This design comes from an exercise in tuning for small area on the open sky130 flow, not from production work.
Function was checked by simulation only, so behaviour that the tests miss may differ from the original.

## sierra
==> module RegisterFile, before the edit <==
module RegisterFile (
    input clk,
    input reset,
    input [3:0] readReg1,
    input [3:0] readReg2,
    input [3:0] writeReg,
    input [31:0] writeData,
    input writeEnable,
    output [31:0] readData1x,
    output [31:0] readData2
);
    reg         clr;
    wire [15:0] we;      
    wire [15:0] hold;    
    wire [511:0] regs;
    wire [3:0] wlo = {4{writeEnable}} & (4'b1 << writeReg[1:0]);
    wire [3:0] whi = 4'b1 << writeReg[3:2];
    wire [3:0] r1lo = {4{~clr}} & (4'b1 << readReg1[1:0]);
    wire [3:0] r1hi = 4'b1 << readReg1[3:2];
    wire [3:0] r2lo = {4{~clr}} & (4'b1 << readReg2[1:0]);
    wire [3:0] r2hi = 4'b1 << readReg2[3:2];
    wire [15:0] sel1;
    wire [15:0] sel2;
    genvar g, b;
    generate
        for (g = 0; g < 16; g = g + 1) begin : row
            reg  [31:0] q;
            wire [31:0] d;
            hc_and2_4  wdec (.A(wlo[g % 4]), .B(whi[g / 4]), .X(we[g]));
            hc_nor2_4  hdec (.A(we[g]), .B(clr), .Y(hold[g]));
            hc_and2_4  s1dec (.A(r1lo[g % 4]), .B(r1hi[g / 4]), .X(sel1[g]));
            hc_and2_4  s2dec (.A(r2lo[g % 4]), .B(r2hi[g / 4]), .X(sel2[g]));
            for (b = 0; b < 32; b = b + 1) begin : bt
                hc_a22o upd (.A1(q[b]), .A2(hold[g]), .B1(writeData[b]), .B2(we[g]), .X(d[b]));
            end
            always @(posedge clk)
                q <= d;
            assign regs[32*g +: 32] = q;
        end
    endgenerate
    always @(posedge clk or posedge reset) begin
        if (reset)
            clr <= 1'b1;
        else
            clr <= 1'b0;
    end
    localparam [31:0] AINV = 32'haa3c3c35;
    generate
        for (b = 0; b < 32; b = b + 1) begin : rbit
            wire [15:0] col;   
            for (g = 0; g < 16; g = g + 1) begin : c
                assign col[g] = regs[32*g + b];
            end
            RegRead #(.INV(AINV[b])) rd1 (.sel(sel1), .d(col), .y(readData1x[b]));
            RegRead #(.INV(0))          rd2 (.sel(sel2), .d(col), .y(readData2[b]));
        end
    endgenerate
endmodule
clock: 15.0 ns
lec_check: 0
cap_margin: 20
core_margin: 2
core_utilization: 70
setup_slack_margin: 0.2
slew_margin: 20
standard.sh (not shown) runs the stock make flow with config.mk's settings and CLKGATE_MAP_FILE= SYNTH_SCRIPT=/design/flow/synth_recipe.tcl, a recipe that flattens the netlist after the stock synthesis.
==> flow/flow/run.sh <==
#!/bin/bash
# Layout flow: ORFS's synthesis with one added step, then the standard ORFS
# flow from floorplan to finish.
#
# The added step maps the design's hc_* gate modules (plain-logic modules in
# the RTL) straight to the library gates of the same function (flow/cellmap.v)
# before Yosys flattens the design, so ABC only maps the remaining logic.
# Registers are inferred and mapped exactly as in the standard synthesis.
# Port buffers are the smallest buffer.
# Each tool's output goes to a log file of its own in this folder.
set -euo pipefail
W=$PWD
mkdir -p $W/mysynth

# clock tree: 8x clock buffers in clusters of at most 16 flip-flops, no dummy loads
CTS_ARGS="-sink_clustering_enable -repair_clock_nets -buf_list sky130_fd_sc_hd__clkbuf_8"
CTS_ARGS="$CTS_ARGS -sink_clustering_size 16 -sink_clustering_max_diameter 50 -dont_use_dummy_load"

# standard synthesis, for reference (register names and cells)
make -C $FLOW_HOME DESIGN_CONFIG=$FLOW_CONFIG WORK_HOME=$W/orfs_std CLKGATE_MAP_FILE= \
  SYNTH_SCRIPT=$W/synth_recipe.tcl synth > $W/std_synth.log 2>&1 || true

# ORFS synth.tcl with the cell-mapping step after the first hierarchy command
sed "/^hierarchy -check -top/a techmap -map $W/flow/cellmap.v" \
  $FLOW_HOME/scripts/synth.tcl > $W/mysynth/synth.tcl
grep -q "cellmap.v" $W/mysynth/synth.tcl
sed "s#source \$::env(SCRIPTS_DIR)/synth.tcl#source $W/mysynth/synth.tcl#" \
  $W/synth_recipe.tcl > $W/mysynth/synth_recipe.tcl
grep -q "mysynth/synth.tcl" $W/mysynth/synth_recipe.tcl

make -C $FLOW_HOME DESIGN_CONFIG=$FLOW_CONFIG WORK_HOME=$W/orfs CLKGATE_MAP_FILE= \
  SYNTH_SCRIPT=$W/mysynth/synth_recipe.tcl synth > $W/my_synth.log 2>&1

# compare the registers with the standard synthesis
python3 $W/flow/regs.py $W/orfs_std/results/$FLOW_PLATFORM/CPU/base/1_2_yosys.v \
  $W/orfs/results/$FLOW_PLATFORM/CPU/base/1_2_yosys.v > $W/regs_compare.log 2>&1 || true
[ -n "${FT_SYNTH_ONLY:-}" ] && exit 0

make -C $FLOW_HOME DESIGN_CONFIG=$FLOW_CONFIG WORK_HOME=$W/orfs CLKGATE_MAP_FILE= \
  SYNTH_SCRIPT=$W/mysynth/synth_recipe.tcl \
  BUFFER_PORTS_ARGS="-buffer_cell sky130_fd_sc_hd__buf_1" \
  CTS_ARGS="$CTS_ARGS" ${FT_TARGET:-finish} > $W/orfs_flow.log 2>&1
[ -n "${FT_TARGET:-}" ] && exit 0

: # left out here: write the final layout as DEF
  $FLOW_OUT/final.def > $W/mysynth/write_def.tcl
openroad -no_init -exit $W/mysynth/write_def.tcl > $W/write_def.log 2>&1
Other scripts of this flow, unchanged in this note and not shown: flow/flow/cellmap.v, flow/flow/regs.py
For raven, these inputs were changed with respect to sierra:
-- flow/design.v --
<<< sierra, line 216
    wire [3:0] wlo = {4{writeEnable}} & (4'b1 << writeReg[1:0]);
    wire [3:0] whi = 4'b1 << writeReg[3:2];
    wire [3:0] r1lo = {4{~clr}} & (4'b1 << readReg1[1:0]);
    wire [3:0] r1hi = 4'b1 << readReg1[3:2];
    wire [3:0] r2lo = {4{~clr}} & (4'b1 << readReg2[1:0]);
    wire [3:0] r2hi = 4'b1 << readReg2[3:2];
    wire [15:0] sel1;
    wire [15:0] sel2;
    genvar g, b;
    generate
>>> raven, line 216
    wire [3:0] wlo = {4{writeEnable}} & (4'b1 << writeReg[1:0]);
    wire [3:0] whi = 4'b1 << writeReg[3:2];
    wire [15:0] sel1 = {16{~clr}} & (16'b1 << readReg1);
    wire [15:0] sel2 = {16{~clr}} & (16'b1 << readReg2);
    genvar g, b;
    generate
<<< sierra, line 229
            hc_and2_4  wdec (.A(wlo[g % 4]), .B(whi[g / 4]), .X(we[g]));
            hc_nor2_4  hdec (.A(we[g]), .B(clr), .Y(hold[g]));
            hc_and2_4  s1dec (.A(r1lo[g % 4]), .B(r1hi[g / 4]), .X(sel1[g]));
            hc_and2_4  s2dec (.A(r2lo[g % 4]), .B(r2hi[g / 4]), .X(sel2[g]));
            for (b = 0; b < 32; b = b + 1) begin : bt
                hc_a22o upd (.A1(q[b]), .A2(hold[g]), .B1(writeData[b]), .B2(we[g]), .X(d[b]));
>>> raven, line 225
            hc_and2_4  wdec (.A(wlo[g % 4]), .B(whi[g / 4]), .X(we[g]));
            hc_nor2_4  hdec (.A(we[g]), .B(clr), .Y(hold[g]));
            for (b = 0; b < 32; b = b + 1) begin : bt
                hc_a22o upd (.A1(q[b]), .A2(hold[g]), .B1(writeData[b]), .B2(we[g]), .X(d[b]));
Findings:
In raven the routability congestion estimate turned out 7.5% higher than in sierra.
Summary of raven over sierra: clock period minus worst slack went up by 90 ps; clock transition at the register clock pins on the worst setup and hold paths after CTS went up by 50 ps; cell count after synthesis was more or less identical; initial antenna violation count went up by 5.

## what the ideal ports hide
The flow's constraints put no driver on any port. The routed layouts listed below were extracted and timed again, unchanged, in two steps. Step 1: set_driving_cell puts a clkbuf_16 on clk and a buf_2 on each other input, an assumption about the parent block. Step 2, shift: input delay + t, output delay - t, t = (earliest + latest rising clock arrival at the registers) / 2. This alone moves slack from input paths to output paths. a / b / c = ideal ports / drivers / drivers and shift; a / b = the first two.
run	t (ns)	setup slack, ns	worst setup path after step 2	worst register clock-pin slew, ns	cell pins on the clock port's net
sierra	0.659	1.392 / 1.358 / 1.358	input to output	0.10 / 0.10	1
raven	0.665	1.301 / 1.147 / 1.147	input to output	0.11 / 0.11	1
After both steps every run listed still meets setup and hold. For raven, which loses most, drivers alone change the setup slack by -0.154 ns; drivers and shift together by -0.154 ns.
